This design comes from an exercise in tuning for small area on the open sky130 flow, not from production work.
The RTL was checked by simulation tests, not by an equivalence proof against the original design.

==> flow/design.v <==
module CordicMachine #(parameter N = 4, parameter FIRST = 0) (
	input [N-1:0] a,
	input [N-1:0] b,
	input ci,
	output [N-1:0] s,
	output co
);
	wire [N:0] c;
	wire [N-1:0] ls;
	assign c[0] = FIRST ? ci : 1'b0;
	genvar j;
	generate for (j = 0; j < N; j = j + 1) begin : bit_
		assign ls[j] = a[j] ^ b[j] ^ c[j];
		assign c[j+1] = (a[j] & b[j]) | (c[j] & (a[j] ^ b[j]));
	end endgenerate
	generate if (FIRST) begin : rip
		assign s = ls;
		assign co = c[N];
	end else begin : inc
		wire [N:0] p;   
		assign p[0] = 1'b1;
		for (j = 0; j < N; j = j + 1) begin : pre
			assign p[j+1] = p[j] & ls[j];
			assign s[j] = ls[j] ^ (ci & p[j]);
		end
		assign co = c[N] | (ci & p[N]);
	end endgenerate
endmodule
module Cordic(
	input clk,
	input [12:0] x_0,
	input [12:0] y_0,
	input [12:0] z_0,
	output [12:0] x_N,
	output [12:0] y_N,
	output [12:0] z_N
);
	wire [12:0] xs0 = x_0, ys0 = y_0;
	wire [12:0] zs0 = z_0;
	wire d0 = zs0[12];   
	wire signed [12:0] xss0 = xs0, yss0 = ys0;
	wire [12:0] xsh0 = xss0 >>> 0, ysh0 = yss0 >>> 0;
	wire [12:0] bx0 = ysh0 ^ {13{~d0}}, by0 = xsh0 ^ {13{d0}};
	wire [12:0] xn0, yn0;
	wire cx0_3;
	CordicMachine #(.N(3), .FIRST(1)) ax0_0 (.a(xs0[2:0]), .b(bx0[2:0]), .ci(~d0), .s(xn0[2:0]), .co(cx0_3));
	wire cx0_6;
	CordicMachine #(.N(3), .FIRST(0)) ax0_1 (.a(xs0[5:3]), .b(bx0[5:3]), .ci(cx0_3), .s(xn0[5:3]), .co(cx0_6));
	wire cx0_9;
	CordicMachine #(.N(3), .FIRST(0)) ax0_2 (.a(xs0[8:6]), .b(bx0[8:6]), .ci(cx0_6), .s(xn0[8:6]), .co(cx0_9));
	wire cx0_13;
	CordicMachine #(.N(4), .FIRST(0)) ax0_3 (.a(xs0[12:9]), .b(bx0[12:9]), .ci(cx0_9), .s(xn0[12:9]), .co(cx0_13));
	wire cy0_3;
	CordicMachine #(.N(3), .FIRST(1)) ay0_0 (.a(ys0[2:0]), .b(by0[2:0]), .ci(d0), .s(yn0[2:0]), .co(cy0_3));
	wire cy0_6;
	CordicMachine #(.N(3), .FIRST(0)) ay0_1 (.a(ys0[5:3]), .b(by0[5:3]), .ci(cy0_3), .s(yn0[5:3]), .co(cy0_6));
	wire cy0_9;
	CordicMachine #(.N(3), .FIRST(0)) ay0_2 (.a(ys0[8:6]), .b(by0[8:6]), .ci(cy0_6), .s(yn0[8:6]), .co(cy0_9));
	wire cy0_13;
	CordicMachine #(.N(4), .FIRST(0)) ay0_3 (.a(ys0[12:9]), .b(by0[12:9]), .ci(cy0_9), .s(yn0[12:9]), .co(cy0_13));
	wire [12:0] zf0 = d0 ? zs0 + 13'd2880 : zs0 - 13'd2880;
	reg [12:0] xr1; reg [12:1] yr1; reg [12:0] zr1;
	always @(posedge clk) begin xr1 <= xn0; yr1 <= yn0[12:1]; zr1 <= zf0[12:0]; end
	wire [12:0] xs1 = xr1, ys1 = {yr1, xr1[0]};   
	wire [12:0] zs1 = zr1;
	wire d1 = zs1[12];   
	wire signed [12:0] xss1 = xs1, yss1 = ys1;
	wire [12:0] xsh1 = xss1 >>> 1, ysh1 = yss1 >>> 1;
	wire [12:0] bx1 = ysh1 ^ {13{~d1}}, by1 = xsh1 ^ {13{d1}};
	wire [12:0] xn1, yn1;
	wire cx1_3;
	CordicMachine #(.N(3), .FIRST(1)) ax1_0 (.a(xs1[2:0]), .b(bx1[2:0]), .ci(~d1), .s(xn1[2:0]), .co(cx1_3));
	wire cx1_6;
	CordicMachine #(.N(3), .FIRST(0)) ax1_1 (.a(xs1[5:3]), .b(bx1[5:3]), .ci(cx1_3), .s(xn1[5:3]), .co(cx1_6));
	wire cx1_9;
	CordicMachine #(.N(3), .FIRST(0)) ax1_2 (.a(xs1[8:6]), .b(bx1[8:6]), .ci(cx1_6), .s(xn1[8:6]), .co(cx1_9));
	wire cx1_13;
	CordicMachine #(.N(4), .FIRST(0)) ax1_3 (.a(xs1[12:9]), .b(bx1[12:9]), .ci(cx1_9), .s(xn1[12:9]), .co(cx1_13));
	wire cy1_3;
	CordicMachine #(.N(3), .FIRST(1)) ay1_0 (.a(ys1[2:0]), .b(by1[2:0]), .ci(d1), .s(yn1[2:0]), .co(cy1_3));
	wire cy1_6;
	CordicMachine #(.N(3), .FIRST(0)) ay1_1 (.a(ys1[5:3]), .b(by1[5:3]), .ci(cy1_3), .s(yn1[5:3]), .co(cy1_6));
	wire cy1_9;
	CordicMachine #(.N(3), .FIRST(0)) ay1_2 (.a(ys1[8:6]), .b(by1[8:6]), .ci(cy1_6), .s(yn1[8:6]), .co(cy1_9));
	wire cy1_13;
	CordicMachine #(.N(4), .FIRST(0)) ay1_3 (.a(ys1[12:9]), .b(by1[12:9]), .ci(cy1_9), .s(yn1[12:9]), .co(cy1_13));
	wire [12:0] zf1 = d1 ? zs1 + 13'd1700 : zs1 - 13'd1700;
	reg [12:0] xr2, yr2; reg [11:0] zr2;
	always @(posedge clk) begin xr2 <= xn1; yr2 <= yn1; zr2 <= zf1[11:0]; end
	wire [12:0] xs2 = xr2, ys2 = yr2;
	wire [11:0] zs2 = zr2;
	wire d2 = zs2[11];   
	wire signed [12:0] xss2 = xs2, yss2 = ys2;
	wire [12:0] xsh2 = xss2 >>> 2, ysh2 = yss2 >>> 2;
	wire [12:0] bx2 = ysh2 ^ {13{~d2}}, by2 = xsh2 ^ {13{d2}};
	wire [12:0] xn2, yn2;
	wire cx2_3;
	CordicMachine #(.N(3), .FIRST(1)) ax2_0 (.a(xs2[2:0]), .b(bx2[2:0]), .ci(~d2), .s(xn2[2:0]), .co(cx2_3));
	wire cx2_6;
	CordicMachine #(.N(3), .FIRST(0)) ax2_1 (.a(xs2[5:3]), .b(bx2[5:3]), .ci(cx2_3), .s(xn2[5:3]), .co(cx2_6));
	wire cx2_9;
	CordicMachine #(.N(3), .FIRST(0)) ax2_2 (.a(xs2[8:6]), .b(bx2[8:6]), .ci(cx2_6), .s(xn2[8:6]), .co(cx2_9));
	wire cx2_13;
	CordicMachine #(.N(4), .FIRST(0)) ax2_3 (.a(xs2[12:9]), .b(bx2[12:9]), .ci(cx2_9), .s(xn2[12:9]), .co(cx2_13));
	wire cy2_3;
	CordicMachine #(.N(3), .FIRST(1)) ay2_0 (.a(ys2[2:0]), .b(by2[2:0]), .ci(d2), .s(yn2[2:0]), .co(cy2_3));
	wire cy2_6;
	CordicMachine #(.N(3), .FIRST(0)) ay2_1 (.a(ys2[5:3]), .b(by2[5:3]), .ci(cy2_3), .s(yn2[5:3]), .co(cy2_6));
	wire cy2_9;
	CordicMachine #(.N(3), .FIRST(0)) ay2_2 (.a(ys2[8:6]), .b(by2[8:6]), .ci(cy2_6), .s(yn2[8:6]), .co(cy2_9));
	wire cy2_13;
	CordicMachine #(.N(4), .FIRST(0)) ay2_3 (.a(ys2[12:9]), .b(by2[12:9]), .ci(cy2_9), .s(yn2[12:9]), .co(cy2_13));
	wire [11:0] zf2 = d2 ? zs2 + 12'd898 : zs2 - 12'd898;
	reg [12:0] xr3, yr3; reg [10:0] zr3;
	always @(posedge clk) begin xr3 <= xn2; yr3 <= yn2; zr3 <= zf2[10:0]; end
	wire [12:0] xs3 = xr3, ys3 = yr3;
	wire [10:0] zs3 = zr3;
	wire d3 = zs3[10];   
	wire signed [12:0] xss3 = xs3, yss3 = ys3;
	wire [12:0] xsh3 = xss3 >>> 3, ysh3 = yss3 >>> 3;
	wire [12:0] bx3 = ysh3 ^ {13{~d3}}, by3 = xsh3 ^ {13{d3}};
	wire [12:0] xn3, yn3;
	wire cx3_3;
	CordicMachine #(.N(3), .FIRST(1)) ax3_0 (.a(xs3[2:0]), .b(bx3[2:0]), .ci(~d3), .s(xn3[2:0]), .co(cx3_3));
	wire cx3_6;
	CordicMachine #(.N(3), .FIRST(0)) ax3_1 (.a(xs3[5:3]), .b(bx3[5:3]), .ci(cx3_3), .s(xn3[5:3]), .co(cx3_6));
	wire cx3_9;
	CordicMachine #(.N(3), .FIRST(0)) ax3_2 (.a(xs3[8:6]), .b(bx3[8:6]), .ci(cx3_6), .s(xn3[8:6]), .co(cx3_9));
	wire cx3_13;
	CordicMachine #(.N(4), .FIRST(0)) ax3_3 (.a(xs3[12:9]), .b(bx3[12:9]), .ci(cx3_9), .s(xn3[12:9]), .co(cx3_13));
	wire cy3_3;
	CordicMachine #(.N(3), .FIRST(1)) ay3_0 (.a(ys3[2:0]), .b(by3[2:0]), .ci(d3), .s(yn3[2:0]), .co(cy3_3));
	wire cy3_6;
	CordicMachine #(.N(3), .FIRST(0)) ay3_1 (.a(ys3[5:3]), .b(by3[5:3]), .ci(cy3_3), .s(yn3[5:3]), .co(cy3_6));
	wire cy3_9;
	CordicMachine #(.N(3), .FIRST(0)) ay3_2 (.a(ys3[8:6]), .b(by3[8:6]), .ci(cy3_6), .s(yn3[8:6]), .co(cy3_9));
	wire cy3_13;
	CordicMachine #(.N(4), .FIRST(0)) ay3_3 (.a(ys3[12:9]), .b(by3[12:9]), .ci(cy3_9), .s(yn3[12:9]), .co(cy3_13));
	wire [10:0] zf3 = d3 ? zs3 + 11'd456 : zs3 - 11'd456;
	reg [12:0] xr4, yr4; reg [9:0] zr4;
	always @(posedge clk) begin xr4 <= xn3; yr4 <= yn3; zr4 <= zf3[9:0]; end
	wire [12:0] xs4 = xr4, ys4 = yr4;
	wire [9:0] zs4 = zr4;
	wire d4 = zs4[9];   
	wire signed [12:0] xss4 = xs4, yss4 = ys4;
	wire [12:0] xsh4 = xss4 >>> 4, ysh4 = yss4 >>> 4;
	wire [12:0] bx4 = ysh4 ^ {13{~d4}}, by4 = xsh4 ^ {13{d4}};
	wire [12:0] xn4, yn4;
	wire cx4_3;
	CordicMachine #(.N(3), .FIRST(1)) ax4_0 (.a(xs4[2:0]), .b(bx4[2:0]), .ci(~d4), .s(xn4[2:0]), .co(cx4_3));
	wire cx4_6;
	CordicMachine #(.N(3), .FIRST(0)) ax4_1 (.a(xs4[5:3]), .b(bx4[5:3]), .ci(cx4_3), .s(xn4[5:3]), .co(cx4_6));
	wire cx4_9;
	CordicMachine #(.N(3), .FIRST(0)) ax4_2 (.a(xs4[8:6]), .b(bx4[8:6]), .ci(cx4_6), .s(xn4[8:6]), .co(cx4_9));
	wire cx4_13;
	CordicMachine #(.N(4), .FIRST(0)) ax4_3 (.a(xs4[12:9]), .b(bx4[12:9]), .ci(cx4_9), .s(xn4[12:9]), .co(cx4_13));
	wire cy4_3;
	CordicMachine #(.N(3), .FIRST(1)) ay4_0 (.a(ys4[2:0]), .b(by4[2:0]), .ci(d4), .s(yn4[2:0]), .co(cy4_3));
	wire cy4_6;
	CordicMachine #(.N(3), .FIRST(0)) ay4_1 (.a(ys4[5:3]), .b(by4[5:3]), .ci(cy4_3), .s(yn4[5:3]), .co(cy4_6));
	wire cy4_9;
	CordicMachine #(.N(3), .FIRST(0)) ay4_2 (.a(ys4[8:6]), .b(by4[8:6]), .ci(cy4_6), .s(yn4[8:6]), .co(cy4_9));
	wire cy4_13;
	CordicMachine #(.N(4), .FIRST(0)) ay4_3 (.a(ys4[12:9]), .b(by4[12:9]), .ci(cy4_9), .s(yn4[12:9]), .co(cy4_13));
	wire [9:0] zf4 = d4 ? zs4 + 10'd228 : zs4 - 10'd228;
	reg [12:0] xr5, yr5; reg [8:0] zr5;
	always @(posedge clk) begin xr5 <= xn4; yr5 <= yn4; zr5 <= zf4[8:0]; end
	wire [12:0] xs5 = xr5, ys5 = yr5;
	wire [8:0] zs5 = zr5;
	wire d5 = zs5[8];   
	wire signed [12:0] xss5 = xs5, yss5 = ys5;
	wire [12:0] xsh5 = xss5 >>> 5, ysh5 = yss5 >>> 5;
	wire [12:0] bx5 = ysh5 ^ {13{~d5}}, by5 = xsh5 ^ {13{d5}};
	wire [12:0] xn5, yn5;
	wire cx5_3;
	CordicMachine #(.N(3), .FIRST(1)) ax5_0 (.a(xs5[2:0]), .b(bx5[2:0]), .ci(~d5), .s(xn5[2:0]), .co(cx5_3));
	wire cx5_6;
	CordicMachine #(.N(3), .FIRST(0)) ax5_1 (.a(xs5[5:3]), .b(bx5[5:3]), .ci(cx5_3), .s(xn5[5:3]), .co(cx5_6));
	wire cx5_9;
	CordicMachine #(.N(3), .FIRST(0)) ax5_2 (.a(xs5[8:6]), .b(bx5[8:6]), .ci(cx5_6), .s(xn5[8:6]), .co(cx5_9));
	wire cx5_13;
	CordicMachine #(.N(4), .FIRST(0)) ax5_3 (.a(xs5[12:9]), .b(bx5[12:9]), .ci(cx5_9), .s(xn5[12:9]), .co(cx5_13));
	wire cy5_3;
	CordicMachine #(.N(3), .FIRST(1)) ay5_0 (.a(ys5[2:0]), .b(by5[2:0]), .ci(d5), .s(yn5[2:0]), .co(cy5_3));
	wire cy5_6;
	CordicMachine #(.N(3), .FIRST(0)) ay5_1 (.a(ys5[5:3]), .b(by5[5:3]), .ci(cy5_3), .s(yn5[5:3]), .co(cy5_6));
	wire cy5_9;
	CordicMachine #(.N(3), .FIRST(0)) ay5_2 (.a(ys5[8:6]), .b(by5[8:6]), .ci(cy5_6), .s(yn5[8:6]), .co(cy5_9));
	wire cy5_13;
	CordicMachine #(.N(4), .FIRST(0)) ay5_3 (.a(ys5[12:9]), .b(by5[12:9]), .ci(cy5_9), .s(yn5[12:9]), .co(cy5_13));
	wire [8:0] zf5 = d5 ? zs5 + 9'd114 : zs5 - 9'd114;
	reg [12:0] xr6, yr6; reg [7:0] zr6;
	always @(posedge clk) begin xr6 <= xn5; yr6 <= yn5; zr6 <= zf5[7:0]; end
	wire [12:0] xs6 = xr6, ys6 = yr6;
	wire [7:0] zs6 = zr6;
	wire d6 = zs6[7];   
	wire signed [12:0] xss6 = xs6, yss6 = ys6;
	wire [12:0] xsh6 = xss6 >>> 6, ysh6 = yss6 >>> 6;
	wire [12:0] bx6 = ysh6 ^ {13{~d6}}, by6 = xsh6 ^ {13{d6}};
	wire [12:0] xn6, yn6;
	wire cx6_3;
	CordicMachine #(.N(3), .FIRST(1)) ax6_0 (.a(xs6[2:0]), .b(bx6[2:0]), .ci(~d6), .s(xn6[2:0]), .co(cx6_3));
	wire cx6_6;
	CordicMachine #(.N(3), .FIRST(0)) ax6_1 (.a(xs6[5:3]), .b(bx6[5:3]), .ci(cx6_3), .s(xn6[5:3]), .co(cx6_6));
	wire cx6_9;
	CordicMachine #(.N(3), .FIRST(0)) ax6_2 (.a(xs6[8:6]), .b(bx6[8:6]), .ci(cx6_6), .s(xn6[8:6]), .co(cx6_9));
	wire cx6_13;
	CordicMachine #(.N(4), .FIRST(0)) ax6_3 (.a(xs6[12:9]), .b(bx6[12:9]), .ci(cx6_9), .s(xn6[12:9]), .co(cx6_13));
	wire cy6_3;
	CordicMachine #(.N(3), .FIRST(1)) ay6_0 (.a(ys6[2:0]), .b(by6[2:0]), .ci(d6), .s(yn6[2:0]), .co(cy6_3));
	wire cy6_6;
	CordicMachine #(.N(3), .FIRST(0)) ay6_1 (.a(ys6[5:3]), .b(by6[5:3]), .ci(cy6_3), .s(yn6[5:3]), .co(cy6_6));
	wire cy6_9;
	CordicMachine #(.N(3), .FIRST(0)) ay6_2 (.a(ys6[8:6]), .b(by6[8:6]), .ci(cy6_6), .s(yn6[8:6]), .co(cy6_9));
	wire cy6_13;
	CordicMachine #(.N(4), .FIRST(0)) ay6_3 (.a(ys6[12:9]), .b(by6[12:9]), .ci(cy6_9), .s(yn6[12:9]), .co(cy6_13));
	wire [7:0] zf6 = d6 ? zs6 + 8'd57 : zs6 - 8'd57;
	reg [12:0] xr7, yr7; reg [6:0] zr7;
	always @(posedge clk) begin xr7 <= xn6; yr7 <= yn6; zr7 <= zf6[6:0]; end
	wire [12:0] xs7 = xr7, ys7 = yr7;
	wire [6:0] zs7 = zr7;
	wire d7 = zs7[6];   
	wire signed [12:0] xss7 = xs7, yss7 = ys7;
	wire [12:0] xsh7 = xss7 >>> 7, ysh7 = yss7 >>> 7;
	wire [12:0] bx7 = ysh7 ^ {13{~d7}}, by7 = xsh7 ^ {13{d7}};
	wire [12:0] xn7, yn7;
	wire cx7_3;
	CordicMachine #(.N(3), .FIRST(1)) ax7_0 (.a(xs7[2:0]), .b(bx7[2:0]), .ci(~d7), .s(xn7[2:0]), .co(cx7_3));
	wire cx7_6;
	CordicMachine #(.N(3), .FIRST(0)) ax7_1 (.a(xs7[5:3]), .b(bx7[5:3]), .ci(cx7_3), .s(xn7[5:3]), .co(cx7_6));
	wire cx7_9;
	CordicMachine #(.N(3), .FIRST(0)) ax7_2 (.a(xs7[8:6]), .b(bx7[8:6]), .ci(cx7_6), .s(xn7[8:6]), .co(cx7_9));
	wire cx7_13;
	CordicMachine #(.N(4), .FIRST(0)) ax7_3 (.a(xs7[12:9]), .b(bx7[12:9]), .ci(cx7_9), .s(xn7[12:9]), .co(cx7_13));
	wire cy7_3;
	CordicMachine #(.N(3), .FIRST(1)) ay7_0 (.a(ys7[2:0]), .b(by7[2:0]), .ci(d7), .s(yn7[2:0]), .co(cy7_3));
	wire cy7_6;
	CordicMachine #(.N(3), .FIRST(0)) ay7_1 (.a(ys7[5:3]), .b(by7[5:3]), .ci(cy7_3), .s(yn7[5:3]), .co(cy7_6));
	wire cy7_9;
	CordicMachine #(.N(3), .FIRST(0)) ay7_2 (.a(ys7[8:6]), .b(by7[8:6]), .ci(cy7_6), .s(yn7[8:6]), .co(cy7_9));
	wire cy7_13;
	CordicMachine #(.N(4), .FIRST(0)) ay7_3 (.a(ys7[12:9]), .b(by7[12:9]), .ci(cy7_9), .s(yn7[12:9]), .co(cy7_13));
	wire [6:0] zf7 = d7 ? zs7 + 7'd28 : zs7 - 7'd28;
	reg [12:0] xr8, yr8; reg [5:0] zr8;
	always @(posedge clk) begin xr8 <= xn7; yr8 <= yn7; zr8 <= zf7[5:0]; end
	wire [12:0] xs8 = xr8, ys8 = yr8;
	wire [5:0] zs8 = zr8;
	wire d8 = zs8[5];   
	wire signed [12:0] xss8 = xs8, yss8 = ys8;
	wire [12:0] xsh8 = xss8 >>> 8, ysh8 = yss8 >>> 8;
	wire [12:0] bx8 = ysh8 ^ {13{~d8}}, by8 = xsh8 ^ {13{d8}};
	wire [12:0] xn8, yn8;
	wire cx8_3;
	CordicMachine #(.N(3), .FIRST(1)) ax8_0 (.a(xs8[2:0]), .b(bx8[2:0]), .ci(~d8), .s(xn8[2:0]), .co(cx8_3));
	wire cx8_6;
	CordicMachine #(.N(3), .FIRST(0)) ax8_1 (.a(xs8[5:3]), .b(bx8[5:3]), .ci(cx8_3), .s(xn8[5:3]), .co(cx8_6));
	wire cx8_9;
	CordicMachine #(.N(3), .FIRST(0)) ax8_2 (.a(xs8[8:6]), .b(bx8[8:6]), .ci(cx8_6), .s(xn8[8:6]), .co(cx8_9));
	wire cx8_13;
	CordicMachine #(.N(4), .FIRST(0)) ax8_3 (.a(xs8[12:9]), .b(bx8[12:9]), .ci(cx8_9), .s(xn8[12:9]), .co(cx8_13));
	wire cy8_3;
	CordicMachine #(.N(3), .FIRST(1)) ay8_0 (.a(ys8[2:0]), .b(by8[2:0]), .ci(d8), .s(yn8[2:0]), .co(cy8_3));
	wire cy8_6;
	CordicMachine #(.N(3), .FIRST(0)) ay8_1 (.a(ys8[5:3]), .b(by8[5:3]), .ci(cy8_3), .s(yn8[5:3]), .co(cy8_6));
	wire cy8_9;
	CordicMachine #(.N(3), .FIRST(0)) ay8_2 (.a(ys8[8:6]), .b(by8[8:6]), .ci(cy8_6), .s(yn8[8:6]), .co(cy8_9));
	wire cy8_13;
	CordicMachine #(.N(4), .FIRST(0)) ay8_3 (.a(ys8[12:9]), .b(by8[12:9]), .ci(cy8_9), .s(yn8[12:9]), .co(cy8_13));
	wire [5:0] zf8 = d8 ? zs8 + 6'd14 : zs8 - 6'd14;
	reg [12:0] xr9, yr9; reg [4:0] zr9;
	always @(posedge clk) begin xr9 <= xn8; yr9 <= yn8; zr9 <= zf8[4:0]; end
	wire [12:0] xs9 = xr9, ys9 = yr9;
	wire [4:0] zs9 = zr9;
	wire d9 = zs9[4];   
	wire signed [12:0] xss9 = xs9, yss9 = ys9;
	wire [12:0] xsh9 = xss9 >>> 9, ysh9 = yss9 >>> 9;
	wire [12:0] bx9 = ysh9 ^ {13{~d9}}, by9 = xsh9 ^ {13{d9}};
	wire [12:0] xn9, yn9;
	wire cx9_3;
	CordicMachine #(.N(3), .FIRST(1)) ax9_0 (.a(xs9[2:0]), .b(bx9[2:0]), .ci(~d9), .s(xn9[2:0]), .co(cx9_3));
	wire cx9_6;
	CordicMachine #(.N(3), .FIRST(0)) ax9_1 (.a(xs9[5:3]), .b(bx9[5:3]), .ci(cx9_3), .s(xn9[5:3]), .co(cx9_6));
	wire cx9_9;
	CordicMachine #(.N(3), .FIRST(0)) ax9_2 (.a(xs9[8:6]), .b(bx9[8:6]), .ci(cx9_6), .s(xn9[8:6]), .co(cx9_9));
	wire cx9_13;
	CordicMachine #(.N(4), .FIRST(0)) ax9_3 (.a(xs9[12:9]), .b(bx9[12:9]), .ci(cx9_9), .s(xn9[12:9]), .co(cx9_13));
	wire cy9_3;
	CordicMachine #(.N(3), .FIRST(1)) ay9_0 (.a(ys9[2:0]), .b(by9[2:0]), .ci(d9), .s(yn9[2:0]), .co(cy9_3));
	wire cy9_6;
	CordicMachine #(.N(3), .FIRST(0)) ay9_1 (.a(ys9[5:3]), .b(by9[5:3]), .ci(cy9_3), .s(yn9[5:3]), .co(cy9_6));
	wire cy9_9;
	CordicMachine #(.N(3), .FIRST(0)) ay9_2 (.a(ys9[8:6]), .b(by9[8:6]), .ci(cy9_6), .s(yn9[8:6]), .co(cy9_9));
	wire cy9_13;
	CordicMachine #(.N(4), .FIRST(0)) ay9_3 (.a(ys9[12:9]), .b(by9[12:9]), .ci(cy9_9), .s(yn9[12:9]), .co(cy9_13));
	wire [4:0] zf9 = d9 ? zs9 + 5'd7 : zs9 - 5'd7;
	reg [12:0] xr10, yr10; reg [3:0] zr10;
	always @(posedge clk) begin xr10 <= xn9; yr10 <= yn9; zr10 <= zf9[3:0]; end
	wire [12:0] xs10 = xr10, ys10 = yr10;
	wire [3:0] zs10 = zr10;
	assign x_N = xs10;
	assign y_N = ys10;
	assign z_N = {{9{zs10[3]}}, zs10};
endmodule
==> flow/run.sh <==
#!/bin/bash
# synth_recipe.tcl (not shown) runs the flow's synth.tcl, then flattens the netlist and writes it again
# the make line also repeats each setting of config.mk as NAME=value (left out here)
make -C /OpenROAD-flow-scripts/flow DESIGN_CONFIG=/design/flow/config.mk WORK_HOME=/design/flow/orfs CLKGATE_MAP_FILE= SYNTH_SCRIPT=/design/flow/synth_recipe.tcl finish
==> flow/config.mk <==
export PLATFORM = sky130hd
export DESIGN_NAME = Cordic
export DESIGN_NICKNAME = Cordic
export VERILOG_FILES = /design/flow/design.v
export SDC_FILE = /design/flow/constraint.sdc
export NUM_CORES = 4
export LEC_CHECK = 0
export CAP_MARGIN = 20
export CORE_MARGIN = 2
export CORE_UTILIZATION = 40
export CTS_BUF_LIST = sky130_fd_sc_hd__clkbuf_8
export CTS_CLUSTER_DIAMETER = 100
export CTS_CLUSTER_SIZE = 18
export GPL_TIMING_DRIVEN = 0
export SLEW_MARGIN = 20
==> flow/constraint.sdc <==
create_clock -name core_clock -period 3.2 [get_ports {clk}]
set_input_delay 0.6400 -clock core_clock [delete_from_list [all_inputs] [get_ports {clk}]]
set_output_delay 0.6400 -clock core_clock [all_outputs]
set_load 0.01 [all_outputs]
==> summary.md, run 1 <==
| Metric | Value |
|---|---|
| Non-filler cells, final | about 2300 |
| All-Layer GR Usage | 0.121 |
| CP required | ~3700 ps |
| Largest cells by area after synthesis | dfxtp_1, fa_1, ha_1, xnor2_1, xor2_1 |
| Worst hold path type | reg -> reg |
| Cell count after placement | 2267 |
| Post-route clock period utilization | 0.968 |
| Final hold vios | 0 |
| Final TNS setup | 0 ps |
| WP depth | 11 |
| Core area | roughly 47000 um2 |
| Ys async rst share | 0 |
| Ports | 79 |
| Sequential-to-total area share from yosys stat | 0.365 |
| Hold Path Depth | 0 |
| CP peak stage delay | approximately 600 ps |
| RSZ-0062 raised after global routing | yes |
| Post-synth top area share | 0.365 |
| Post-synth EDFFs | 0 |
| Dominant synthesized flop cell | dfxtp_1 |
| Post-CTS setup buffers | 0 |
| Root buf cell | clkbuf_8 |
| # port buffers | between 70 and 80 |
| Mean area per synthesized cell | roughly 12 um2 |
| Multi-input gate area | around 11000 um2 |
| Worst-Skew Late Latency | roughly 600 ps |
| Largest net degree at the start of global routing | 20 |
| Clock sink count | about 340 |
| Slowest CP cell | fa_1 |
| Synthesized Nets | 1959 |
| CTS clk-pin slew, worst paths | roughly 110 ps |
| Die H | about 220 um |
| Layout Area Growth over Synthesis | 10.6% |
| WS Path Type | in -> reg |
| WHS | 322 ps |
| Initial antenna violation count | 0 |
| Slew headroom | 0.483 |
| Gate Count Post-Synth | 1582 |
| Tmin final | slightly above 3000 ps |
| Register bit total from synthesis | between 300 and 400 |
| # diodes | 0 |
| Routed WL | 29000 um |
| DP HPWL | about 24000 um |
| Die W | between 200 and 250 um |
| Synth top cells by count | dfxtp_1, xnor2_1, xor2_1 |
| Cell with the most instances after synthesis | dfxtp_1 |
| Fillers | 4391 |
| Worst Skew | 17.8 ps |
| CP bufs+invs | 3 |
| Die Area | between 40000 and 50000 um2 |
| Worst-path cell chain | clkdlybuf4s50_1, buf_4, buf_4, xnor2_1, ha_1, fa_1, fa_1, nand4_1, o21ai_2, ha_1, xor2_1 |
| Worst-case reg-to-reg path depth | 10 |
| CTS Buf Count | 23 |
| GR Overflow Total | 0 |
| Detail Route Antenna Nets | 0 |
| Via count of the first global-routing pass | between 10000 and 15000 |
| Status | no timing/DRC/antenna violations |
| Vias post-DR | about 11000 |
| Initial DRC Count | between 200 and 300 |
| Hold_buf cts | 0 |
| Longest Clk Path Bufs | 3 |
| Startpoint types | input port |
| Final setup fails | 0 |
| Synthesized area | around 19000 um2 |
| Maxcap violations | 0 |
| Tightest Pin Transition | about 770 ps |
| H-tree Lvls | 1 |
| TritonCTS clock tree | built |
| Final WS setup | between 100 and 150 ps |
| CP Capture Type | flip-flop |
| Cell taking the most area after synthesis | dfxtp_1 |
| Global-route wire length before repair | slightly below 50000 um |
| DP Worst Slack | -857 ps |
| Max Freq | approximately 320 MHz |
| Post-synth cell types | 43 |
| Initial core utilization | 0.406 |
| WL per Instance | 12.7 um |
| Critical path data arrival time | 3630 ps |
| Final Wtd Congestion | roughly 0.8 |
| Final max-slew violation count | 0 |
| Crit-path leading delay family | adder cells |
| Sequential Area | between 6000 and 7000 um2 |
| CP max FO | 10 |
| Vias/cell | approximately 4.6 |
| DRC violations left | 0 |
| Initial DRT Pass Iterations | 6 |
| Layout Nets | ~2100 |
| Ratio of cells with drive above 1 in the final layout | 0.0540 |
| Rows | between 70 and 80 |
| Yosys warns | 1 |
[cells by family after synthesis]
| family | Yosys count | share of synthesized area |
|---|---|---|
| muxes | 10 | 0.00530 |
| AOI/OAI and AO/OA | 142 | 0.0534 |
| and+or+nand+nor | 189 | 0.0556 |
| adders and majority gates | 337 | 0.291 |
| xor gates and xnor gates | 383 | 0.189 |
| buffers and inverters | 177 | 0.0410 |
| DFF | 344 | 0.365 |
[final timing paths]
path | startpoint | slack (ps) | end
worst max-delay path | z_0[12] | 100 | xr1[10]
worst min-delay path | zr4[1] | 320 | zr5[1]
worst max register to register | zr1[12] | 190 | xr2[10]
worst min register to register | zr4[1] | 320 | zr5[1]
[layout by cell type (no fill, tap or decap), drive strengths merged, types with 3 or more instances in the layout]
cell type	count
dfxtp	344
xnor2	198
xor2	185
fa	170
ha	167
inv	147
clkdlybuf4s50	78
nand3	58
nand4	40
a21oi	31
o21ai	30
clkbuf	28
nor2	26
nand3b	25
buf	25
a41o	20
a41oi	20
nor3	17
a21o	16
mux2i	10
nand2	7
o211ai	6
a221oi	5
nand4b	4
and3	4
a211oi	4
a31oi	3
[repair_timing]
action,CTS,global route
gates cloned,0,0
resized for setup,21,21
endpoints found under the setup margin,52,53
[state kept, by name (all words and copies together), names as in the netlist, 11 cells and up]
signal,count
xr1,13
yr6,13
xr5,13
yr4,13
yr5,13
yr7,13
yr2,13
xr8,13
xr10,13
yr3,13
xr3,13
yr9,13
xr2,13
zr3,11
xr6,13
yr8,13
xr9,13
xr7,13
xr4,13
zr2,12
yr10,13
yr1,12
zr1,13
[cell type report]
type | count | area share
Buffer | 29 | 0.0116
Clock buffer | 24 | 0.0158
Clock inverter | 3 | 0.00126
Inverter | 146 | 0.0262
Multi-Input combinational cell | 1061 | 0.541
Sequential cell | 344 | 0.330
Tap cell | 607 | 0.0364
Timing Repair Buffer | 78 | 0.0374
[per-stage QoR]
step,cell area (um2),utilization
detailed placement,20400,0.439
global placement,20400,0.439
CTS,20800,0.447
finish,20900,0.449
global route,20900,0.449
floorplan,18900,-
[metal layers]
metal  global-route usage  up-vias  part of all wire
li1                     -     5434                 -
met3               0.0169       52             0.025
met4               0.0381        0             0.028
met5                    0        -                 0
met2                0.264      106              0.59
met1                0.109     5048              0.35
==> run 2: changes to the inputs <==
--- a/flow/config.mk
+++ b/flow/config.mk
@@ -7,9 +7,10 @@
 export LEC_CHECK = 0
 export CAP_MARGIN = 20
 export CORE_MARGIN = 2
-export CORE_UTILIZATION = 40
+export CORE_UTILIZATION = 60
 export CTS_BUF_LIST = sky130_fd_sc_hd__clkbuf_8
 export CTS_CLUSTER_DIAMETER = 100
 export CTS_CLUSTER_SIZE = 18
 export GPL_TIMING_DRIVEN = 0
+export PLACE_DENSITY = 0.75
 export SLEW_MARGIN = 20
==> summary.md, run 2 <==
| Metric | Value |
|---|---|
| Die W | 181 um (was 221 um) |
| CTS clk-pin slew, worst paths | 100 ps (was 110 ps) |
| Detail Route Antenna Nets | 0 (unchanged) |
| Max Freq | 330 MHz (was 323 MHz) |
| Ys async rst share | 0 (unchanged) |
| Worst-Skew Late Latency | 590 ps (was 600 ps) |
| DP Worst Slack | -949 ps (was -857 ps) |
| GR Overflow Total | 0 (unchanged) |
| Post-synth EDFFs | 0 (unchanged) |
| Worst Skew | 27.8 ps (was 17.8 ps) |
| # port buffers | 78 (unchanged) |
| Yosys warns | 1 (unchanged) |
| Largest net degree at the start of global routing | 20 (unchanged) |
| Final hold vios | 0 (unchanged) |
| Hold Crit Start | zr3[0] (was zr4[1]) |
| R2R Setup Slk | 170 ps (was 190 ps) |
| Dominant synthesized flop cell | dfxtp_1 (unchanged) |
| WL per Instance | 13.8 um (was 12.7 um) |
| Routed WL | 28700 um (was 29000 um) |
| Tmin final | 3030 ps (was 3100 ps) |
| Tightest Pin Transition | 745 ps (was 772 ps) |
| Most frequent cells in the layout | dfxtp_1, xnor2_1, xor2_1 (unchanged) |
| Ports | 79 (unchanged) |
| Critical path data arrival time | 3540 ps (was 3630 ps) |
| GRT met2 Usage | 0.405 (was 0.264) |
| CP Capture Type | flip-flop (unchanged) |
| CP bufs+invs | 2 (was 3) |
| Vias/cell | 5.20 (was 4.64) |
| Worst-case reg-to-reg path depth | 10 (unchanged) |
| Root buf cell | clkbuf_8 (unchanged) |
| Die H | 181 um (was 221 um) |
| Crit path launch | zr1[12] (was z_0[12]) |
| Commonest non-fill, non-tap cell in the layout | dfxtp_1 (unchanged) |
| Ratio of cells with drive above 1 in the final layout | 0.0506 (was 0.0540) |
| Register bit total from synthesis | 344 (unchanged) |
| Core area | 30800 um2 (was 46600 um2) |
| Initial DRC Count | 261 (was 265) |
| Final WS setup | 168 ps (was 102 ps) |
| Final Wtd Congestion | 0.808 (was 0.802) |
| Post-synth cell types | 43 (unchanged) |
| Hold_buf cts | 0 (unchanged) |
| Worst hold path type | reg -> reg (unchanged) |
| WS Path Type | reg -> reg (was in -> reg) |
| CP required | 3710 ps (was 3730 ps) |
| CP peak stage delay | 590 ps (was 600 ps) |
| Gate Count Post-Synth | 1582 (unchanged) |
| WP depth | 10 (was 11) |
| Worst-path cell chain | buf_6, buf_4, xor2_1, ha_1, fa_1, fa_1, nand4_1, o21ai_1, nand4_1, xnor2_1 (was clkdlybuf4s50_1, buf_4, buf_4, xnor2_1, ha_1, fa_1, fa_1, nand4_1, o21ai_2, ha_1, xor2_1) |
| R2r startpoint | zr1[12] (unchanged) |
| Startpoint types | flip-flop (was input port) |
| Hold Path Depth | 0 (unchanged) |
| Via count of the first global-routing pass | 11500 (was 11200) |
| Initial core utilization | 0.613 (was 0.406) |
| Final max-slew violation count | 0 (unchanged) |
| DRC violations left | 0 (unchanged) |
| Longest Clk Path Bufs | 3 (unchanged) |
| Synth top cells by count | dfxtp_1, xnor2_1, xor2_1 (unchanged) |
| WHS | 336 ps (was 322 ps) |
| Initial antenna violation count | 0 (unchanged) |
| Mean area per synthesized cell | 11.9 um2 (unchanged) |
| Clock sink count | 344 (unchanged) |
| Synthesized Nets | 1959 (unchanged) |
| RSZ-0062 raised after global routing | no (was yes) |
| Maxcap violations | 0 (unchanged) |
| Layout Nets | 2058 (was 2060) |
| CTS Buf Count | 23 (unchanged) |
| All-Layer GR Usage | 0.183 (was 0.121) |
| H-tree Lvls | 1 (unchanged) |
| Slowest CP cell | fa_1 (unchanged) |
| CP max FO | 10 (unchanged) |
| Die Area | 32900 um2 (was 49000 um2) |
| Initial DRT Pass Iterations | 7 (was 6) |
| Crit-path leading delay family | adder cells (unchanged) |
| Synthesized area | 18900 um2 (unchanged) |
| Status | no timing/DRC/antenna violations (unchanged) |
| Fillers | 2345 (was 4391) |
| Vias post-DR | 10800 (was 10600) |
| Sequential-to-total area share from yosys stat | 0.365 (unchanged) |
| GRT met1 Usage | 0.162 (was 0.109) |
| Cell with the most instances after synthesis | dfxtp_1 (unchanged) |
| Post-synth top area share | 0.365 (unchanged) |
| Rows | 64 (was 79) |
| # diodes | 0 (unchanged) |
| Global-route wire length before repair | 49800 um (was 49700 um) |
| DP HPWL | 24100 um (was 24300 um) |
| Largest cells by area after synthesis | dfxtp_1, fa_1, ha_1, xnor2_1, xor2_1 (unchanged) |
| Final core occ | 0.668 (was 0.449) |
| GR peak layer | met2 (unchanged) |
| Layout Area Growth over Synthesis | 9.04% (was 10.6%) |
| Slew headroom | 0.502 (was 0.483) |
| Final setup fails | 0 (unchanged) |
| Met3 GRT Util | 0.0221 (was 0.0169) |
| Post-route clock period utilization | 0.948 (was 0.968) |
| TritonCTS clock tree | built (unchanged) |
| Cell taking the most area after synthesis | dfxtp_1 (unchanged) |
run 2: cell counts after synthesis:
No cell type changed its count.
run 2: cell families after synthesis:
| family | Yosys count | share of synthesized area |
|---|---|---|
| XOR/XNOR | 383 | 0.189 |
| multiplexers | 10 | 0.00530 |
| adder cells (fa/ha/maj) | 337 | 0.291 |
| buffers and inverters | 177 | 0.0410 |
| flip-flops | 344 | 0.365 |
| AO/OA/AOI/OAI | 142 | 0.0534 |
| AND/OR/NAND/NOR | 189 | 0.0556 |
run 2: final timing paths:
| check | to |
|---|---|
| setup / recovery | yr2[12] |
| hold reg to reg | zr4[0] |
| setup reg to reg | yr2[12] |
| hold / removal | zr4[0] |
run 2: routing by layer:
metal / wire length [um] / up-vias / share of wire
met5: 0 / - / 0
met4: 1110 / 0 / 0.038
met3: 694 / 68 / 0.024
met2: 17400 / 142 / 0.60
li1: - / 5437 / -
met1: 9550 / 5143 / 0.33
run 2: layout make-up:
type                    count  area, um2  share of cell area
inverters                 146        548              0.0266
clock buffers              23        317              0.0154
multi-input cells        1061      11300               0.549
clock inverters             1       16.3            0.000790
repair buffers             78        783              0.0380
plain buffers              27        231              0.0112
well taps                 396        495              0.0241
flip-flops and latches    344       6890               0.334
run 2: stage by stage:
stage	area, um2	setup TNS [ps]	instances
after CTS	20500	0	2078
after floorplan	18900	0	1582
final	20600	0	2076
after global routing	20600	0	2076
after detailed placement	20200	-16210	2056
after global placement	20200	-14380	2056
run 2: worst reg2reg max path: stages, from the launching register on:
cell and delay, ps:
dfxtp_2 430, buf_6 180, buf_4 230, xor2_1 110, ha_1 220, fa_1 420
fa_1 590, nand4_1 130, o21ai_1 300, nand4_1 160, xnor2_1 210
run 2: timing repair:
| action | in CTS | in global routing |
|---|---|---|
| resized for setup | 21 | 22 |
| pin swaps | 0 | 1 |
| endpoints found under the setup margin | 43 | 51 |
| buffers inserted | 0 | 0 |
| cloned | 0 | 0 |
==> run 3: changes to the inputs <==
==> flow/config.mk (replaced) <==
export PLATFORM = sky130hd
export DESIGN_NAME = Cordic
export DESIGN_NICKNAME = Cordic
export VERILOG_FILES = /design/flow/design.v
export SDC_FILE = /design/flow/constraint.sdc
export NUM_CORES = 4
export LEC_CHECK = 0
export CAP_MARGIN = 20
export CORE_MARGIN = 2
export CORE_UTILIZATION = 40
export CTS_BUF_LIST = sky130_fd_sc_hd__clkbuf_8 sky130_fd_sc_hd__clkbuf_16
export CTS_CLUSTER_DIAMETER = 100
export CTS_CLUSTER_SIZE = 24
export SLEW_MARGIN = 20
==> summary.md, run 3 <==
| Metric | Value |
|---|---|
| Status | no timing/DRC/antenna violations (unchanged) |
| Yosys warns | 1 (unchanged) |
| WS Path Type | reg -> reg (unchanged) |
| TritonCTS clock tree | built (unchanged) |
| CP required | 3620 ps (was 3710 ps) |
| Cell taking the most area after synthesis | dfxtp_1 (unchanged) |
| Register bit total from synthesis | 344 (unchanged) |
| Synthesized Nets | 1959 (unchanged) |
| Area post-placement | 20700 um2 (was 20200 um2) |
| RSZ-0062 raised after global routing | no (unchanged) |
| Ports | 79 (unchanged) |
| Tightest Pin Transition | 557 ps (was 745 ps) |
| Startpoint types | flip-flop (unchanged) |
| Post-CTS Resized | 0 (was 21) |
| Vias/cell | 4.62 (was 5.20) |
| Critical path data arrival time | 3430 ps (was 3540 ps) |
| Maxcap violations | 0 (unchanged) |
| R2r startpoint | zr8[5] (was zr1[12]) |
| Layout Area Growth over Synthesis | 12.5% (was 9.04%) |
| Final TNS setup | 0 ps (unchanged) |
| Worst hold path type | reg -> reg (unchanged) |
| Most frequent cells in the layout | dfxtp_1, xnor2_1, xor2_1 (unchanged) |
| Initial DRC Count | 266 (was 261) |
| Routed WL | 29400 um (was 28700 um) |
| Die W | 221 um (was 181 um) |
| Final max-slew violation count | 0 (unchanged) |
| WL met3 | 824 um (was 694 um) |
| Hold Crit Start | zr4[1] (was zr3[0]) |
| Largest cells by area after synthesis | dfxtp_1, fa_1, ha_1, xnor2_1, xor2_1 (unchanged) |
| Dominant synthesized flop cell | dfxtp_1 (unchanged) |
| Routed metal-1 wirelength | 10700 um (was 9550 um) |
| Commonest non-fill, non-tap cell in the layout | dfxtp_1 (unchanged) |
| Core area | 46600 um2 (was 30800 um2) |
| Post-synth EDFFs | 0 (unchanged) |
| Initial DRT Pass Iterations | 5 (was 7) |
| Post-synth top area share | 0.365 (unchanged) |
| Gate Count Post-Synth | 1582 (unchanged) |
| Cell with the most instances after synthesis | dfxtp_1 (unchanged) |
| CTS clk-pin slew, worst paths | 90 ps (was 100 ps) |
| Initial antenna violation count | 0 (unchanged) |
| Initial core utilization | 0.406 (was 0.613) |
| Ratio of cells with drive above 1 in the final layout | 0.0629 (was 0.0506) |
| # diodes | 0 (unchanged) |
| Root buf cell | clkbuf_16 (was clkbuf_8) |
| Largest net degree at the start of global routing | 25 (was 20) |
| Mean area per synthesized cell | 11.9 um2 (unchanged) |
| Crit path launch | zr8[5] (was zr1[12]) |
| WL per Instance | 12.7 um (was 13.8 um) |
| Vias post-DR | 10700 (was 10800) |
| Rows | 79 (was 64) |
| Final setup fails | 0 (unchanged) |
| Synth top cells by count | dfxtp_1, xnor2_1, xor2_1 (unchanged) |
| Layout Nets | 2092 (was 2058) |
| Post-CTS setup buffers | 0 (unchanged) |
| DRC violations left | 0 (unchanged) |
| Tmin final | 3010 ps (was 3030 ps) |
| Global-route wire length before repair | 50500 um (was 49800 um) |
| Post-route clock period utilization | 0.940 (was 0.948) |
| CP max FO | 10 (unchanged) |
| CTS Buf Count | 19 (was 23) |
| Die H | 221 um (was 181 um) |
| Design area | 21200 um2 (was 20600 um2) |
| Max Freq | 332 MHz (was 330 MHz) |
| # port buffers | 78 (unchanged) |
| Sequential-to-total area share from yosys stat | 0.365 (unchanged) |
| Longest Clk Path Bufs | 3 (unchanged) |
| Worst Skew | 24.9 ps (was 27.8 ps) |
| Slew headroom | 0.628 (was 0.502) |
| CP Capture Type | flip-flop (unchanged) |
| DP HPWL | 24600 um (was 24100 um) |
| Hold_buf cts | 0 (unchanged) |
| Post-synth cell types | 43 (unchanged) |
| WL met2 | 17100 um (was 17400 um) |
| Final hold vios | 0 (unchanged) |
| Die Area | 49000 um2 (was 32900 um2) |
| Worst-Skew Late Latency | 530 ps (was 590 ps) |
| Synthesized area | 18900 um2 (unchanged) |
| Via count of the first global-routing pass | 11300 (was 11500) |
| H-tree Lvls | 1 (unchanged) |
| GR Overflow Total | 0 (unchanged) |
| All-Layer GR Usage | 0.122 (was 0.183) |
| DR top layer | met4 (unchanged) |
| Ys async rst share | 0 (unchanged) |
| Clock sink count | 344 (unchanged) |
| WHS | 318 ps (was 336 ps) |
| Final Wtd Congestion | 0.783 (was 0.808) |
| Detail Route Antenna Nets | 0 (unchanged) |
run 3: routing by layer:
layer  global-route usage  up-vias
met2                0.258      101
li1                     -     5497
met3               0.0165       45
met4               0.0362        0
met5                    0        -
met1                0.119     5099
run 3: area by class of cell:
cell class / instances / area [um2]
inverters: 146 / 548
clock inverters: 3 / 53.8
well taps: 607 / 759
repair buffers: 143 / 1280
fillers: 4302 / 25300
clock buffers: 19 / 475
multi-input cells: 1061 / 11200
flip-flops and latches: 344 / 6890
run 3: cells by family (layout without fill, tap and decap cells):
family,Yosys count,count (layout),share of synthesized area
fa+ha+maj,337,337,0.291
mux,10,10,0.00530
flops,344,344,0.365
buf+inv,177,311,0.0410
compound gates,142,142,0.0534
xor+xnor,383,383,0.189
simple gates,189,189,0.0556
run 3: path summary, 6_finish.rpt:
kind	end	slack [ps]	depth (start not counted)
setup reg to reg	xr9[10]	190	9
setup / recovery	xr9[10]	190	9
hold reg to reg	zr5[1]	320	0
hold / removal	zr5[1]	320	0
run 3: metrics by stage:
stage          instances  setup slack (ps)   util
2_1_floorplan       1582              38.2      -
3_3_place_gp        2301              -374  0.445
3_5_place_dp        2301              -380  0.445
4_1_cts             2323              71.3  0.456
5_1_grt             2323              21.3  0.456
6_report            2323               192  0.456
run 3: critical path, cell delays in order, from the launching register on:
cell and delay (ps):
dfxtp_1 680, xnor2_2 170, ha_1 230, fa_1 430, fa_1 530, a41oi_1 230
o21ai_0 140, buf_4 160, ha_1 190, xor2_1 130
==> run 4: changes to the inputs <==
--- a/flow/config.mk
+++ b/flow/config.mk
@@ -8,7 +8,8 @@
 export CAP_MARGIN = 20
 export CORE_MARGIN = 2
 export CORE_UTILIZATION = 40
-export CTS_BUF_LIST = sky130_fd_sc_hd__clkbuf_8 sky130_fd_sc_hd__clkbuf_16
+export CTS_BUF_LIST = sky130_fd_sc_hd__clkbuf_16
 export CTS_CLUSTER_DIAMETER = 100
 export CTS_CLUSTER_SIZE = 24
+export GPL_TIMING_DRIVEN = 0
 export SLEW_MARGIN = 20
==> summary.md, run 4 <==
| Metric | Value |
|---|---|
| Routed WL | 28900 um (was 29400 um) |
| Startpoint types | flip-flop (unchanged) |
| Rows | 79 (unchanged) |
| Worst-case reg-to-reg path depth | 10 (was 9) |
| Min-Delay Endpoint | zr2[1] (was zr5[1]) |
| Status | no timing/DRC/antenna violations (unchanged) |
| Global-route wire length before repair | 49500 um (was 50500 um) |
| Root buf cell | clkbuf_16 (unchanged) |
| CP bufs+invs | 2 (was 1) |
| Detail Route Antenna Nets | 0 (unchanged) |
| Initial core utilization | 0.406 (unchanged) |
| Dominant synthesized flop cell | dfxtp_1 (unchanged) |
| Hold_buf cts | 0 (unchanged) |
| Largest net degree at the start of global routing | 25 (unchanged) |
| Tmin final | 3010 ps (about the same) |
| DP Worst Slack | -857 ps (was -380 ps) |
| Synth top cells by count | dfxtp_1, xnor2_1, xor2_1 (unchanged) |
| Post-synth cell types | 43 (unchanged) |
| Mux contribution to synthesized area | 0.00530 (unchanged) |
| Sequential-to-total area share from yosys stat | 0.365 (unchanged) |
| Most frequent cells in the layout | dfxtp_1, xnor2_1, xor2_1 (unchanged) |
| Core area | 46600 um2 (unchanged) |
| Final Wtd Congestion | 0.802 (was 0.783) |
| Ys async rst share | 0 (unchanged) |
| WL met3 | 644 um (was 824 um) |
| Main combinational cell family by area after synthesis | adder cells (unchanged) |
| Design area | 21000 um2 (was 21200 um2) |
| R2r startpoint | zr1[12] (was zr8[5]) |
| Synth Area in Simple Gates | 0.0556 (unchanged) |
| Longest Clk Path Bufs | 3 (unchanged) |
| Die Area | 49000 um2 (unchanged) |
| Post-route clock period utilization | 0.939 (was 0.940) |
| Worst Skew | 17.1 ps (was 24.9 ps) |
| Hold Path Depth | 0 (unchanged) |
| CTS Buf Count | 18 (was 19) |
| Post-synth EDFFs | 0 (unchanged) |
| Synth Area in XOR/XNOR | 0.189 (unchanged) |
| Post-synth top area share | 0.365 (unchanged) |
| TritonCTS clock tree | built (unchanged) |
| Initial DRT Pass Iterations | 5 (unchanged) |
| Synthesized area | 18900 um2 (unchanged) |
| DP HPWL | 24300 um (was 24600 um) |
| Post-CTS setup buffers | 0 (unchanged) |
| Maxcap violations | 0 (unchanged) |
| Vias/cell | 4.64 (was 4.62) |
| # diodes | 0 (unchanged) |
| RSZ-0062 raised after global routing | no (unchanged) |
| Die H | 221 um (unchanged) |
| Non-filler cells, final | 2285 (was 2323) |
| R2R Setup Slk | 190 ps (about the same) |
| CP Capture Type | flip-flop (unchanged) |
| Cell taking the most area after synthesis | dfxtp_1 (unchanged) |
| All-Layer GR Usage | 0.120 (was 0.122) |
| Slowest CP cell | fa_1 (was dfxtp_1) |
| Ports | 79 (unchanged) |
| Routed metal-1 wirelength | 10400 um (was 10700 um) |
| Layout Nets | 2054 (was 2092) |
| CTS clk-pin slew, worst paths | 90 ps (about the same) |
| Commonest non-fill, non-tap cell in the layout | dfxtp_1 (unchanged) |
| Worst reg2reg endpoint | xr2[10] (was xr9[10]) |
| DRC violations left | 0 (unchanged) |
| Hold Crit Start | zr1[1] (was zr4[1]) |
| CP required | 3620 ps (about the same) |
| Clock sink count | 344 (unchanged) |
| Adder-Cell Fraction of Synth Area | 0.291 (unchanged) |
| Die W | 221 um (unchanged) |
| Largest cells by area after synthesis | dfxtp_1, fa_1, ha_1, xnor2_1, xor2_1 (unchanged) |
| Slew headroom | 0.489 (was 0.628) |
| Area post-placement | 20400 um2 (was 20700 um2) |
| Cell count after placement | 2267 (was 2301) |
| Worst hold path type | reg -> reg (unchanged) |
| Initial DRC Count | 269 (was 266) |
| Via count of the first global-routing pass | 11200 (was 11300) |
| Final WS setup | 194 ps (was 192 ps) |
| Final setup fails | 0 (unchanged) |
| Compound-Gate Fraction of Synth Area | 0.0534 (unchanged) |
| DR top layer | met4 (unchanged) |
| GR Overflow Total | 0 (unchanged) |
| Layout Area Growth over Synthesis | 11.4% (was 12.5%) |
| Final hold vios | 0 (unchanged) |
| Gate Count Post-Synth | 1582 (unchanged) |
| Vias post-DR | 10600 (was 10700) |
| Ratio of cells with drive above 1 in the final layout | 0.0507 (was 0.0629) |
| Tightest Pin Transition | 763 ps (was 557 ps) |
| Critical path data arrival time | 3430 ps (about the same) |
| Final max-slew violation count | 0 (unchanged) |
| Yosys warns | 1 (unchanged) |
| H-tree Lvls | 1 (unchanged) |
| Worst-path cell chain | buf_6, clkbuf_4, xnor2_1, ha_1, fa_1, fa_1, a41oi_1, o21ai_2, ha_1, xor2_1 (was xnor2_2, ha_1, fa_1, fa_1, a41oi_1, o21ai_0, buf_4, ha_1, xor2_1) |
| WL met2 | 17100 um (about the same) |
| Register bit total from synthesis | 344 (unchanged) |
| Mean area per synthesized cell | 11.9 um2 (unchanged) |
| CP peak stage delay | 540 ps (was 680 ps) |
| Cell with the most instances after synthesis | dfxtp_1 (unchanged) |
| CP max FO | 10 (unchanged) |
| Worst-Skew Late Latency | 520 ps (was 530 ps) |
| WL per Instance | 12.6 um (was 12.7 um) |
| Synthesized Nets | 1959 (unchanged) |
| Max Freq | 333 MHz (was 332 MHz) |
| Crit-path leading delay family | adder cells (unchanged) |
| # port buffers | 78 (unchanged) |
| WS Path Type | reg -> reg (unchanged) |
| Initial antenna violation count | 0 (unchanged) |
[run 4: cell counts after synthesis]
Identical to the previous run, type by type.
[run 4: cells by family after synthesis]
group | count (synthesis)
mux | 10
buf+inv | 177
xor+xnor | 383
compound gates | 142
simple gates | 189
fa+ha+maj | 337
flops | 344
[run 4: timing repair]
action | in CTS | in global routing
setup endpoints to repair | 55 | 61
resized for setup | 23 | 21
pin swaps | 0 | 1
[run 4: cell type report]
| class | instances | area, um2 |
|---|---|---|
| Clock inverter | 2 | 20.0 |
| Inverter | 146 | 548 |
| Tap cell | 607 | 759 |
| Timing Repair Buffer | 78 | 783 |
| Clock buffer | 19 | 475 |
| Fill cell | 4355 | 25500 |
| Sequential cell | 344 | 6890 |
| Buffer | 28 | 241 |
| Multi-Input combinational cell | 1061 | 11300 |
[run 4: stage by stage]
step | util | TNS (ps) | hold WS [ps]
4_1_cts | 0.451 | 0 | 336
6_report | 0.452 | 0 | 330
2_1_floorplan | - | 0 | 310
5_1_grt | 0.452 | 0 | 336
3_3_place_gp | 0.439 | -13620 | 312
3_5_place_dp | 0.439 | -15290 | 312
[run 4: worst max-delay path by stage]
stage                     cells after the start     from  endpoint  slack, ps
final                                        10  zr1[12]   xr2[10]        190
after global routing                          9   zr4[9]   yr5[12]         20
after CTS                                    10  zr1[12]   yr2[10]          2
after detailed placement                     11  z_0[12]   xr1[12]       -860
after global placement                       11  z_0[12]   xr1[12]       -830
after floorplan                              10   zr7[6]   yr8[10]         40
[run 4: worst register-to-register path: stages (launching register included)]
cell and delay, ps:
dfxtp_2 420, buf_6 180, clkbuf_4 260, xnor2_1 100, ha_1 200, fa_1 430, fa_1 540, a41oi_1 280
o21ai_2 140, ha_1 230, xor2_1 130
[run 4: per-layer routing]
layer / up-vias / global-route usage
met4: 0 / 0.0349
met5: - / 0
met2: 110 / 0.263
li1: 5424 / -
met3: 43 / 0.0161
met1: 5028 / 0.110
==> run 5: changes to the inputs <==
==> flow/flow/run.sh (new file) <==
#!/bin/bash
# Standard layout, but the port buffers that placement inserts use the smallest buffer cell.
set -euo pipefail
export BUFFER_PORTS_ARGS="-buffer_cell sky130_fd_sc_hd__buf_1"
bash standard.sh > standard.log 2>&1
==> flow/standard.sh (new file) <==
#!/bin/bash
# synth_recipe.tcl (not shown) runs the flow's synth.tcl, then flattens the netlist and writes it again
# the make line also repeats each setting of config.mk as NAME=value (left out here)
make -C /OpenROAD-flow-scripts/flow DESIGN_CONFIG=/design/flow/config.mk WORK_HOME=/design/flow/orfs CLKGATE_MAP_FILE= SYNTH_SCRIPT=/design/flow/synth_recipe.tcl "${@:-finish}"
--- a/flow/config.mk
+++ b/flow/config.mk
@@ -8,8 +8,8 @@
 export CAP_MARGIN = 20
 export CORE_MARGIN = 2
 export CORE_UTILIZATION = 40
-export CTS_BUF_LIST = sky130_fd_sc_hd__clkbuf_16
+export CTS_BUF_LIST = sky130_fd_sc_hd__clkbuf_8
 export CTS_CLUSTER_DIAMETER = 100
-export CTS_CLUSTER_SIZE = 24
+export CTS_CLUSTER_SIZE = 18
 export GPL_TIMING_DRIVEN = 0
 export SLEW_MARGIN = 20
removed: flow/run.sh
==> summary.md, run 5 <==
| Metric | Value |
|---|---|
| Vias post-DR | 10600 (about the same) |
| Startpoint types | flip-flop (unchanged) |
| Via count of the first global-routing pass | 11300 (was 11200) |
| Gate Count Post-Synth | 1582 (unchanged) |
| Tmin final | 3000 ps (was 3010 ps) |
| Ys async rst share | 0 (unchanged) |
| R2R Setup Slk | 200 ps (was 190 ps) |
| Vias/cell | 4.65 (was 4.64) |
| Hold Crit Start | z_0[0] (was zr1[1]) |
| Register bit total from synthesis | 344 (unchanged) |
| Root buf cell | clkbuf_8 (was clkbuf_16) |
| H-tree Lvls | 1 (unchanged) |
| Crit-path leading delay family | adder cells (unchanged) |
| Rows | 79 (unchanged) |
| Area post-placement | 20000 um2 (was 20400 um2) |
| RSZ-0062 raised after global routing | no (unchanged) |
| GR Overflow Total | 0 (unchanged) |
| Initial DRT Pass Iterations | 4 (was 5) |
| Status | no timing/DRC/antenna violations (unchanged) |
| WL per Instance | 12.5 um (was 12.6 um) |
| Yosys warns | 1 (unchanged) |
| Design area | 20400 um2 (was 21000 um2) |
| Final Wtd Congestion | 0.782 (was 0.802) |
| CP required | 3700 ps (was 3620 ps) |
| Layout Area Growth over Synthesis | 7.82% (was 11.4%) |
| Final hold vios | 0 (unchanged) |
| Max Freq | 333 MHz (about the same) |
| Fillers | 4403 (was 4355) |
| Die W | 221 um (unchanged) |
| CTS clk-pin slew, worst paths | 110 ps (was 90 ps) |
| Post-synth EDFFs | 0 (unchanged) |
| Initial DRC Count | 301 (was 269) |
| Initial core utilization | 0.406 (unchanged) |
| Worst hold path type | in -> reg (was reg -> reg) |
| WS Path Type | reg -> reg (unchanged) |
| Synthesized area | 18900 um2 (unchanged) |
| R2r startpoint | zr3[10] (was zr1[12]) |
| Clock sink count | 344 (unchanged) |
| Sequential-to-total area share from yosys stat | 0.365 (unchanged) |
| CP Capture Type | flip-flop (unchanged) |
| Mean area per synthesized cell | 11.9 um2 (unchanged) |
| Synth top cells by count | dfxtp_1, xnor2_1, xor2_1 (unchanged) |
| Final max-slew violation count | 0 (unchanged) |
| Largest cells by area after synthesis | dfxtp_1, fa_1, ha_1, xnor2_1, xor2_1 (unchanged) |
| Cell taking the most area after synthesis | dfxtp_1 (unchanged) |
| Ratio of cells with drive above 1 in the final layout | 0.0493 (was 0.0507) |
| Multi-input gate area | 11300 um2 (about the same) |
| DP HPWL | 24100 um (was 24300 um) |
| # port buffers | 78 (unchanged) |
| Layout Nets | 2059 (was 2054) |
| CP max FO | 10 (unchanged) |
| CTS Buf Count | 23 (was 18) |
| Final WS setup | 200 ps (was 194 ps) |
| Hold Path Depth | 1 (was 0) |
| Ports | 79 (unchanged) |
| # diodes | 0 (unchanged) |
| Global-route wire length before repair | 50100 um (was 49500 um) |
| DRC violations left | 0 (unchanged) |
| Worst Skew | 16.0 ps (was 17.1 ps) |
| Die H | 221 um (unchanged) |
| Critical path data arrival time | 3500 ps (was 3430 ps) |
| Tightest Pin Transition | 750 ps (was 763 ps) |
| Cell count after placement | 2267 (unchanged) |
| Core area | 46600 um2 (unchanged) |
| Die Area | 49000 um2 (unchanged) |
| Synthesized Nets | 1959 (unchanged) |
| Final TNS setup | 0 ps (unchanged) |
| Longest Clk Path Bufs | 3 (unchanged) |
| Non-filler cells, final | 2289 (was 2285) |
| Min-Delay Endpoint | zr1[0] (was zr2[1]) |
| Most frequent cells in the layout | dfxtp_1, xnor2_1, xor2_1 (unchanged) |
| Largest net degree at the start of global routing | 20 (was 25) |
| Cell with the most instances after synthesis | dfxtp_1 (unchanged) |
| Worst-Skew Late Latency | 600 ps (was 520 ps) |
| Commonest non-fill, non-tap cell in the layout | dfxtp_1 (unchanged) |
| Detail Route Antenna Nets | 0 (unchanged) |
| Dominant synthesized flop cell | dfxtp_1 (unchanged) |
| Routed WL | 28600 um (was 28900 um) |
| CP bufs+invs | 2 (unchanged) |
| Worst-case reg-to-reg path depth | 10 (unchanged) |
| Slew headroom | 0.498 (was 0.489) |
| Slowest CP cell | fa_1 (unchanged) |
| DP Worst Slack | -516 ps (was -857 ps) |
| Post-route clock period utilization | 0.938 (was 0.939) |
| Final setup fails | 0 (unchanged) |
| Worst reg2reg endpoint | yr4[10] (was xr2[10]) |
| Post-synth top area share | 0.365 (unchanged) |
| Initial antenna violation count | 0 (unchanged) |
| All-Layer GR Usage | 0.121 (was 0.120) |
| TritonCTS clock tree | built (unchanged) |
| CP peak stage delay | 520 ps (was 540 ps) |
| Post-synth cell types | 43 (unchanged) |
| Worst-path cell chain | buf_6, buf_2, xor2_1, ha_1, fa_1, fa_1, a41oi_1, o21ai_1, ha_1, xor2_1 (was buf_6, clkbuf_4, xnor2_1, ha_1, fa_1, fa_1, a41oi_1, o21ai_2, ha_1, xor2_1) |
| Sequential Area | 6890 um2 (unchanged) |
| Maxcap violations | 0 (unchanged) |
==> run 5: what timing repair did <==
action | in CTS | in global routing
buffers inserted | 0 | 0
setup endpoints to repair | 43 | 56
hold buffers | 0 | 0
gates resized for setup | 16 | 21
==> run 5: logic make-up (layout without fill, tap and decap cells) <==
logic type | after synthesis | after routing | share of synthesized area
AOI/OAI and AO/OA | 142 | 142 | 0.0534
xor gates and xnor gates | 383 | 383 | 0.189
adders and majority gates | 337 | 337 | 0.291
buffers and inverters | 177 | 277 | 0.0410
DFF | 344 | 344 | 0.365
muxes | 10 | 10 | 0.00530
and+or+nand+nor | 189 | 189 | 0.0556
==> run 5: per-layer routing <==
metal  part of all wire  up-vias  track usage
li1                   -     5438            -
met1               0.36     5024        0.115
met2               0.58      117        0.253
met3              0.023       62       0.0166
met4              0.045        0       0.0504
met5                  0        -            0
==> run 5: worst max path at each step <==
| stage | from | end | slack [ps] | depth (start not counted) |
|---|---|---|---|---|
| floorplan | zr7[6] | yr8[10] | 40 | 10 |
| global placement | z_0[12] | xr1[12] | -470 | 11 |
| detailed placement | z_0[12] | xr1[12] | -520 | 11 |
| CTS | zr5[8] | xr6[10] | 20 | 10 |
| global route | zr6[7] | yr7[10] | 30 | 9 |
| finish | zr3[10] | yr4[10] | 200 | 10 |
==> run 5: through the flow <==
stage	hold slack [ps]	util
floorplan	310	-
global placement	312	0.428
detailed placement	313	0.429
CTS	86.4	0.436
global route	105	0.437
finish	134	0.437
==> run 5: worst register-to-register path, cell delays in order, from the launching register on <==
cell and delay (ps):
dfxtp_1 410, buf_6 150, buf_2 290, xor2_1 140
ha_1 240, fa_1 420, fa_1 520, a41oi_1 240
o21ai_1 140, ha_1 210, xor2_1 150
==> run 5: cell type report <==
type / count / area share
multi-input cells: 1061 / 0.555
repair buffers: 78 / 0.0144
clock buffers: 23 / 0.0155
plain buffers: 28 / 0.0115
inverters: 146 / 0.0269
well taps: 607 / 0.0373
clock inverters: 2 / 0.000983
flip-flops and latches: 344 / 0.338

[separate check: timing with driven ports]
The flow's constraints put no driver on any port. The routed layouts listed below were extracted and timed again, unchanged, in two steps.
Step 1, drivers: a clkbuf_16 drives clk and a buf_2 each remaining input, both assumed.
Step 2 moves the port delays by t, midway between the first and last clock arrival at a register: inputs arrive t later, outputs are due t later. That takes back most of the time a late clock gives input paths.
a / b / c = no drivers / after step 1 / after step 2; a / b = the first two.
| run | t, ns | setup slack, ns | hold WS [ns] | clock arrival spread, ns | worst register clock-pin slew, ns |
|---|---|---|---|---|---|
| run 1 | 0.645 | 0.102 / 0.128 / -0.517 | 0.322 / 0.322 / 0.322 | 0.023 / 0.023 | 0.11 / 0.11 |
| run 2 | 0.619 | 0.168 / 0.168 / -0.179 | 0.336 / 0.336 / 0.336 | 0.032 / 0.031 | 0.11 / 0.11 |
| run 3 | 0.567 | 0.192 / 0.192 / -0.344 | 0.318 / 0.318 / 0.318 | 0.028 / 0.028 | 0.09 / 0.09 |
| run 4 | 0.570 | 0.194 / 0.194 / -0.113 | 0.330 / 0.330 / 0.330 | 0.019 / 0.019 | 0.10 / 0.10 |
| run 5 | 0.639 | 0.200 / 0.200 / -0.310 | 0.134 / 0.108 / 0.329 | 0.017 / 0.017 | 0.11 / 0.11 |
Met with ideal ports but missed after step 2: setup timing in every run listed. The setup slack of run 1, which loses most, moves by +0.026 ns with the drivers and by -0.619 ns with both steps.
